This is an optimization exercise on Yosys and OpenROAD, whose aim is small area and a short achievable clock period, not a production implementation. RTL that was checked went through simulation tests only; none was proved equivalent to the original. The clock input has no modelled driver; a real chip could not lean on it and would need a root buffer or a full tree. Power is estimated from default activity; no workload was simulated.

the previous run:
==> flow/design.v <==
module SPI_SLAVE (
    input  wire       CLK,
    input  wire       rst_n,
    input  wire       MOSI,
    input  wire       SS_n,
    input  wire       tx_valid,
    input  wire [2:0] ph,          
    input  wire       tx_bit,      
    output reg  [2:0] tx_pos,
    output reg        MISO,
    output reg  [9:0] rx_data,
    output reg        rx_valid
);
    localparam IDLE      = 3'b000;
    localparam CHK_CMD   = 3'b001;
    localparam WRITE     = 3'b010;
    localparam READ_ADDR = 3'b011;
    localparam READ_DATA = 3'b100;
    reg       read_flag;
    reg [3:0] ser_cnt;
    reg [2:0] CS;
    reg [2:0] NS;
    always @(posedge CLK, negedge rst_n) begin
        if (!rst_n) CS <= IDLE;
        else        CS <= NS;
    end
    always @(*) begin
        case (CS)
        IDLE      : NS = SS_n ? IDLE : CHK_CMD;
        CHK_CMD   : NS = SS_n ? IDLE : (!MOSI ? WRITE : (read_flag ? READ_DATA : READ_ADDR));
        WRITE     : NS = SS_n ? IDLE : WRITE;
        READ_ADDR : NS = SS_n ? IDLE : READ_ADDR;
        READ_DATA : NS = SS_n ? IDLE : READ_DATA;
        default   : NS = IDLE;
        endcase
    end
    always @(posedge CLK, negedge rst_n) begin
        if (!rst_n)                read_flag <= 1'b0;
        else if (CS == READ_ADDR)  read_flag <= 1'b1;
        else if (CS == READ_DATA)  read_flag <= 1'b0;
    end
    wire rx_rec_en = (CS == WRITE) || (CS == READ_ADDR) || (CS == READ_DATA && !tx_valid);
    wire tx_ser_en = (CS == READ_DATA) && tx_valid;
    wire tx_shift  = tx_ser_en && ser_cnt != 4'd8;
    wire cnt_inc   = (rx_rec_en && ser_cnt != 4'd10) || tx_shift;
    wire [3:0] cnt_next = cnt_inc ? ser_cnt + 1'b1 : 4'd0;
    always @(posedge CLK)
        rx_data <= {rx_data[8:0], MOSI};
    always @(posedge CLK, negedge rst_n) begin
        if (!rst_n) begin
            ser_cnt  <= 4'b0;
            rx_valid <= 1'b0;
            MISO     <= 1'b0;
        end
        else begin
            ser_cnt  <= cnt_next;
            rx_valid <= cnt_inc && ser_cnt == 4'd9;
            if (tx_shift) MISO <= tx_bit;
        end
    end
    always @(posedge CLK)
        tx_pos <= cnt_inc ? tx_pos : ph;
endmodule
module RAM (
    input  wire       CLK,
    input  wire       rst_n,
    input  wire [9:0] din,
    input  wire       rx_valid,
    input  wire [2:0] tx_pos,
    output reg  [2:0] ph,
    output reg        tx_valid,
    output wire       tx_bit
);
    integer r, p, j;
    always @(posedge CLK)
        case (ph)
        3'd0: ph <= 3'd1;
        3'd1: ph <= 3'd2;
        3'd2: ph <= 3'd3;
        3'd3: ph <= 3'd4;
        3'd4: ph <= 3'd5;
        3'd5: ph <= 3'd6;
        3'd6: ph <= 3'd7;
        3'd7: ph <= 3'd0;
        default: ph <= 3'd0;
        endcase
    reg [7:0]  address;
    reg [15:0] asel;
    always @(posedge CLK, negedge rst_n) begin
        if (!rst_n) begin
            address  <= 8'b0;
            asel     <= 16'b1;
            tx_valid <= 1'b0;
        end
        else if (rx_valid) begin
            if (!din[8]) begin
                address <= din[7:0];
                asel    <= 16'b1 << din[3:0];
            end
            tx_valid <= din[9] & din[8];
        end
    end
    reg [7:0]  wdata;
    reg [15:0] whi;
    reg [15:0] wlo;
    reg [2:0]  wcnt;
    reg        wbit;
    wire       wload = rx_valid && din[9:8] == 2'b01;
    always @(posedge CLK) begin
        if (wload) begin
            wdata <= din[7:0];
            whi   <= 16'b1 << address[7:4];
            wlo   <= asel;
            wcnt  <= 3'd0;
        end
        else begin
            if (wcnt == 3'd7) whi <= 16'b0;
            wcnt <= wcnt + 1'b1;
        end
    end
    wire [2:0] wpos = ~(ph + 3'd1);
    always @(posedge CLK)
        wbit <= wload ? din[wpos] : wdata[wpos];
    reg [2047:0] mem;
    always @(posedge CLK)
        for (r = 0; r < 256; r = r + 1) begin
            for (p = 1; p < 8; p = p + 1)
                mem[8*r+p] <= mem[8*r+p-1];
            mem[8*r] <= (whi[r/16] && wlo[r%16]) ? wbit : mem[8*r+7];
        end
    reg [15:0] m1;
    reg        b;
    always @(posedge CLK)
        for (r = 0; r < 16; r = r + 1) begin
            b = 1'b0;
            for (j = 0; j < 16; j = j + 1)
                b = b | (asel[j] & mem[8*(16*r + j)]);
            m1[r] <= b;
        end
    reg [7:0] S;
    always @(posedge CLK)
        S <= {S[6:2], m1[address[7:4]], S[0], S[7]};
    assign tx_bit = S[tx_pos];
endmodule
module SPI_Wrapper (
    input  wire CLK,
    input  wire rst_n,
    input  wire SS_n,
    input  wire MOSI,
    output wire MISO
);
    wire [9:0] rx_data;
    wire [2:0] tx_pos;
    wire [2:0] ph;
    wire       rx_valid;
    wire       tx_valid;
    wire       tx_bit;
    SPI_SLAVE SLAVE (
        .CLK(CLK),
        .rst_n(rst_n),
        .SS_n(SS_n),
        .MOSI(MOSI),
        .tx_valid(tx_valid),
        .ph(ph),
        .tx_bit(tx_bit),
        .tx_pos(tx_pos),
        .MISO(MISO),
        .rx_data(rx_data),
        .rx_valid(rx_valid)
    );
    RAM RAM (
        .CLK(CLK),
        .rst_n(rst_n),
        .din(rx_data),
        .rx_valid(rx_valid),
        .tx_pos(tx_pos),
        .ph(ph),
        .tx_valid(tx_valid),
        .tx_bit(tx_bit)
    );
endmodule
Settings: LEC_CHECK=0, ABC_AREA=1, CAP_MARGIN=40, CORE_MARGIN=2, CORE_UTILIZATION=65, PLACE_DENSITY=0.75, SETUP_SLACK_MARGIN=2.2, SLEW_MARGIN=40; clock period 4.0 ns.
standard.sh (not shown) runs the stock make flow with config.mk's settings and CLKGATE_MAP_FILE= SYNTH_SCRIPT=/design/flow/synth_recipe.tcl, a recipe that flattens the netlist after the stock synthesis.
==> flow/flow/run.sh <==
#!/bin/bash
# The standard layout, with the clock tree built by flow/cts_hook.tcl.
set -euo pipefail
W=$(pwd)
bash standard.sh PRE_CTS_TCL="$W/flow/cts_hook.tcl" finish > "$W/orfs_make.log" 2>&1
Other scripts of this flow, unchanged in this note and not shown: flow/flow/cts_hook.tcl, flow/flow/mytree.tcl
Relative to the previous run, the following input files were edited for the current run:
--- a/flow/design.v
+++ b/flow/design.v
@@ -99,27 +99,30 @@
             end
             tx_valid <= din[9] & din[8];
         end
     end
     reg [7:0]  wdata;
-    reg [15:0] whi;
+    reg [7:4]  wa;
+    reg        wact;
     reg [15:0] wlo;
     reg [2:0]  wcnt;
     reg        wbit;
     wire       wload = rx_valid && din[9:8] == 2'b01;
     always @(posedge CLK) begin
         if (wload) begin
             wdata <= din[7:0];
-            whi   <= 16'b1 << address[7:4];
+            wa    <= address[7:4];
+            wact  <= 1'b1;
             wlo   <= asel;
             wcnt  <= 3'd0;
         end
         else begin
-            if (wcnt == 3'd7) whi <= 16'b0;
+            if (wcnt == 3'd7) wact <= 1'b0;
             wcnt <= wcnt + 1'b1;
         end
     end
+    wire [15:0] whi = wact ? 16'b1 << wa : 16'b0;
     wire [2:0] wpos = ~(ph + 3'd1);
     always @(posedge CLK)
         wbit <= wload ? din[wpos] : wdata[wpos];
     reg [2047:0] mem;
     always @(posedge CLK)
Findings:
- Of the current run and the previous run, the previous run shows the higher number of distinct library cells after synthesis, with the current run below it.
- The previous run and the current run ended up with roughly the same area inside the core boundary.
- Re largest clock skew in the final design: the current run and the previous run aren't equal, and the higher value belongs to the previous run.
- [the current run vs the previous run] global-route wire length before repair: lower in the current run
- Per the comparison of the current run with the previous run, met2 layer usage reported by global route went down; combinational fraction of design power did not really move; slack of the worst reg-to-reg path went down.
- On final setup slack of the worst path, the current run and the previous run are neck and neck.
- Maximum frequency from static timing analysis: the previous run vs the current run, no meaningful difference
- For the utilization, the current run came in 0.45 points higher than the previous run did.
- Summary: with the previous run as the reference, number of global-route vias before repair in the current run moved down slightly.
- The current run vs. the previous run: effective utilization at floorplan went down by 0.20 points.
- Diff the previous run..the current run | final clock period utilization by the worst path | negligible
- Cell count: lower on the previous run
No functional check of the RTL was part of the current run. No run of this note takes its clock network from TritonCTS; it comes from the design's own scripts or RTL.

========
Setup of xenon:
Another version of the RTL of SPI_Wrapper (not shown whole).
Size: roughly 3100 cells after synthesis, about 2200 flip-flops, about 5 I/O pins, ~0.051 sq mm of cells after synthesis.
## SPI_Wrapper
module SPI_Wrapper (
    input  wire CLK,
    input  wire rst_n,
    input  wire SS_n,
    input  wire MOSI,
    output wire MISO
);
==> module SPI_SLAVE, before the edit <==
module SPI_SLAVE (
    input  wire       CLK,
    input  wire       rst_n,
    input  wire       MOSI,
    input  wire       SS_n,
    input  wire       tx_valid,
    input  wire [2:0] ph,          
    input  wire       tx_bit,      
    output reg  [2:0] tx_pos,
    output reg        MISO,
    output reg  [9:0] rx_data,
    output reg        rx_valid
);
    localparam IDLE      = 3'b000;
    localparam CHK_CMD   = 3'b001;
    localparam WRITE     = 3'b010;
    localparam READ_ADDR = 3'b011;
    localparam READ_DATA = 3'b100;
    reg       read_flag;
    reg [3:0] ser_cnt;
    reg [2:0] CS;
    reg [2:0] NS;
    always @(posedge CLK, negedge rst_n) begin
        if (!rst_n) CS <= IDLE;
        else        CS <= NS;
    end
    always @(*) begin
        case (CS)
        IDLE      : NS = SS_n ? IDLE : CHK_CMD;
        CHK_CMD   : NS = SS_n ? IDLE : (!MOSI ? WRITE : (read_flag ? READ_DATA : READ_ADDR));
        WRITE     : NS = SS_n ? IDLE : WRITE;
        READ_ADDR : NS = SS_n ? IDLE : READ_ADDR;
        READ_DATA : NS = SS_n ? IDLE : READ_DATA;
        default   : NS = IDLE;
        endcase
    end
    always @(posedge CLK, negedge rst_n) begin
        if (!rst_n)                read_flag <= 1'b0;
        else if (CS == READ_ADDR)  read_flag <= 1'b1;
        else if (CS == READ_DATA)  read_flag <= 1'b0;
    end
    wire rx_rec_en = (CS == WRITE) || (CS == READ_ADDR) || (CS == READ_DATA && !tx_valid);
    wire tx_ser_en = (CS == READ_DATA) && tx_valid;
    wire tx_shift  = tx_ser_en && ser_cnt != 4'd8;
    wire cnt_inc   = (rx_rec_en && ser_cnt != 4'd10) || tx_shift;
    wire [3:0] cnt_next = cnt_inc ? ser_cnt + 1'b1 : 4'd0;
    always @(posedge CLK)
        rx_data <= {rx_data[8:0], MOSI};
    always @(posedge CLK, negedge rst_n) begin
        if (!rst_n) begin
            ser_cnt  <= 4'b0;
            rx_valid <= 1'b0;
            MISO     <= 1'b0;
        end
        else begin
            ser_cnt  <= cnt_next;
            rx_valid <= cnt_inc && ser_cnt == 4'd9;
            if (tx_shift) MISO <= tx_bit;
        end
    end
    always @(posedge CLK)
        tx_pos <= cnt_inc ? tx_pos : ph;
endmodule
==> module RAM, before the edit <==
module RAM (
    input  wire       CLK,
    input  wire       rst_n,
    input  wire [9:0] din,
    input  wire       rx_valid,
    input  wire [2:0] tx_pos,
    output reg  [2:0] ph,
    output reg        tx_valid,
    output wire       tx_bit
);
    integer r, p, j;
    always @(posedge CLK)
        case (ph)
        3'd0: ph <= 3'd1;
        3'd1: ph <= 3'd2;
        3'd2: ph <= 3'd3;
        3'd3: ph <= 3'd4;
        3'd4: ph <= 3'd5;
        3'd5: ph <= 3'd6;
        3'd6: ph <= 3'd7;
        3'd7: ph <= 3'd0;
        default: ph <= 3'd0;
        endcase
    reg [7:0]  address;
    reg [15:0] asel;
    always @(posedge CLK, negedge rst_n) begin
        if (!rst_n) begin
            address  <= 8'b0;
            asel     <= 16'b1;
            tx_valid <= 1'b0;
        end
        else if (rx_valid) begin
            if (!din[8]) begin
                address <= din[7:0];
                asel    <= 16'b1 << din[3:0];
            end
            tx_valid <= din[9] & din[8];
        end
    end
    reg [7:0]  wdata;
    reg [15:0] whi;
    reg [15:0] wlo;
    reg [2:0]  wcnt;
    reg [2:0]  wpos;
    reg        wbit;
    wire       wload = rx_valid && din[9:8] == 2'b01;
    always @(posedge CLK) begin
        if (wload) begin
            wdata <= din[7:0];
            whi   <= 16'b1 << address[7:4];
            wlo   <= asel;
            wcnt  <= 3'd0;
        end
        else begin
            if (wcnt == 3'd7) whi <= 16'b0;
            wcnt <= wcnt + 1'b1;
        end
    end
    always @(posedge CLK) begin
        wpos <= ~(ph + 3'd2);
        wbit <= wload ? din[wpos] : wdata[wpos];
    end
    reg [2047:0] mem;
    always @(posedge CLK)
        for (r = 0; r < 256; r = r + 1) begin
            for (p = 1; p < 8; p = p + 1)
                mem[8*r+p] <= mem[8*r+p-1];
            mem[8*r] <= (whi[r/16] && wlo[r%16]) ? wbit : mem[8*r+7];
        end
    reg [15:0] m1;
    reg [3:0]  m2;
    reg        b;
    always @(posedge CLK) begin
        for (r = 0; r < 16; r = r + 1) begin
            b = 1'b0;
            for (j = 0; j < 16; j = j + 1)
                b = b | (asel[j] & mem[8*(16*r + j)]);
            m1[r] <= b;
        end
        for (r = 0; r < 4; r = r + 1)
            m2[r] <= m1[4*r + address[5:4]];
    end
    reg [7:0] S;
    always @(posedge CLK)
        S <= {S[6:3], m2[address[7:6]], S[1:0], S[7]};
    assign tx_bit = S[tx_pos];
endmodule
==> flow/config.mk <==
export PLATFORM = sky130hd
export DESIGN_NAME = SPI_Wrapper
export DESIGN_NICKNAME = SPI_Wrapper
export VERILOG_FILES = /design/flow/design.v
export SDC_FILE = /design/flow/constraint.sdc
export NUM_CORES = 4
export LEC_CHECK = 0
export CAP_MARGIN = 40
export CORE_MARGIN = 2
export CORE_UTILIZATION = 40
export SETUP_SLACK_MARGIN = 2.3
export SLEW_MARGIN = 40
==> flow/constraint.sdc <==
create_clock -name core_clock -period 4.0 [get_ports {CLK}]
set_input_delay 0.8000 -clock core_clock [delete_from_list [all_inputs] [get_ports {CLK}]]
set_output_delay 0.8000 -clock core_clock [all_outputs]
set_load 0.01 [all_outputs]
Scripts as last shown in full above: flow/flow/run.sh
Other scripts of this flow, unchanged in this note and not shown: flow/flow/cts_hook.tcl, flow/flow/mytree.tcl
xenon did not stop at any stage, and its layout met the timing, design-rule and antenna checks.
For lagoon, these inputs were changed with respect to xenon:
--- a/flow/design.v
+++ b/flow/design.v
@@ -8,9 +8,9 @@
     input  wire       tx_bit,      
     output reg  [2:0] tx_pos,
     output reg        MISO,
     output reg  [9:0] rx_data,
-    output reg        rx_valid
+    output wire       rx_valid
 );
     localparam IDLE      = 3'b000;
     localparam CHK_CMD   = 3'b001;
     localparam WRITE     = 3'b010;
@@ -47,20 +47,19 @@
     always @(posedge CLK)
         rx_data <= {rx_data[8:0], MOSI};
     always @(posedge CLK, negedge rst_n) begin
         if (!rst_n) begin
-            ser_cnt  <= 4'b0;
-            rx_valid <= 1'b0;
-            MISO     <= 1'b0;
+            ser_cnt <= 4'b0;
+            MISO    <= 1'b0;
         end
         else begin
-            ser_cnt  <= cnt_next;
-            rx_valid <= cnt_inc && ser_cnt == 4'd9;
+            ser_cnt <= cnt_next;
             if (tx_shift) MISO <= tx_bit;
         end
     end
     always @(posedge CLK)
-        tx_pos <= cnt_inc ? tx_pos : ph;
+        tx_pos <= ph + 3'd1 + ~cnt_next[2:0];
+    assign rx_valid = (ser_cnt == 4'd10);
 endmodule
 module RAM (
     input  wire       CLK,
     input  wire       rst_n,
@@ -101,35 +100,32 @@
         end
     end
     reg [7:0]  wdata;
     reg [15:0] whi;
-    reg [15:0] wlo;
+    reg [3:0]  wlo;
     reg [2:0]  wcnt;
-    reg [2:0]  wpos;
     reg        wbit;
     wire       wload = rx_valid && din[9:8] == 2'b01;
     always @(posedge CLK) begin
         if (wload) begin
             wdata <= din[7:0];
             whi   <= 16'b1 << address[7:4];
-            wlo   <= asel;
+            wlo   <= address[3:0];
             wcnt  <= 3'd0;
         end
         else begin
             if (wcnt == 3'd7) whi <= 16'b0;
             wcnt <= wcnt + 1'b1;
         end
     end
-    always @(posedge CLK) begin
-        wpos <= ~(ph + 3'd2);
-        wbit <= wload ? din[wpos] : wdata[wpos];
-    end
+    always @(posedge CLK)
+        wbit <= wload ? din[~(ph + 3'd1)] : wdata[~(ph + 3'd1)];
     reg [2047:0] mem;
     always @(posedge CLK)
         for (r = 0; r < 256; r = r + 1) begin
             for (p = 1; p < 8; p = p + 1)
                 mem[8*r+p] <= mem[8*r+p-1];
-            mem[8*r] <= (whi[r/16] && wlo[r%16]) ? wbit : mem[8*r+7];
+            mem[8*r] <= (whi[r/16] && wlo == r%16) ? wbit : mem[8*r+7];
         end
     reg [15:0] m1;
     reg [3:0]  m2;
     reg        b;
--- outcome ---
- Delta (lagoon minus xenon): normalized max-slew margin went up by 9.6 points, setup slack went down by 430 ps, power went down by 0.16 mW, area growth from synthesis to final layout went up by 8.9 points, accumulated negative setup slack was more or less identical.
- Compared to xenon, the router laid down more metal wire for lagoon.
- Core utilization was lower in xenon than in lagoon.
- Having completed the whole flow, xenon delivered a layout that passed the timing, design-rule and antenna checks.
- lagoon went all the way through synthesis, placement and routing and the layout is clean on timing, DRC and antenna.
- Detailed-route vias per instance: lagoon > xenon
- In terms of sequential power, xenon and lagoon differ only marginally.
- Part of the cycle the worst path needs: lower on xenon
- On first-pass GRT wire length, lagoon does worse than xenon.
No functional check of the RTL was part of lagoon. No run of this note takes its clock network from TritonCTS; it comes from the design's own scripts or RTL.

what the ideal ports hide:
How much do the figures lean on ideal ports? The routed layouts below were timed once more, with nothing changed but the port constraints.
Step 1, drivers: a clkbuf_16 drives CLK and a buf_2 each remaining input, both assumed.
Step 2 adds t to the input delays and takes it off the output delays; t is the mean of the earliest and latest rising clock arrival at the registers after step 1. Input paths then give back, and output paths get back, about the clock's delay inside the block.
Slacks: no drivers / after step 1 / after step 2; pairs: no drivers / after step 1.
run	t (ns)	slack for setup (ns)	worst slew at a driven data input, ns
the previous run	0.627	2.188 / 2.029 / 2.227	0.03
the current run	0.618	2.190 / 2.040 / 2.203	0.03
xenon	0.665	2.150 / 2.000 / 1.999	0.03
lagoon	0.665	1.723 / 1.723 / 1.723	0.03
After both steps setup and hold are still met in every run listed. For xenon, which loses most, drivers alone change the setup slack by -0.150 ns; drivers and shift together by -0.151 ns.
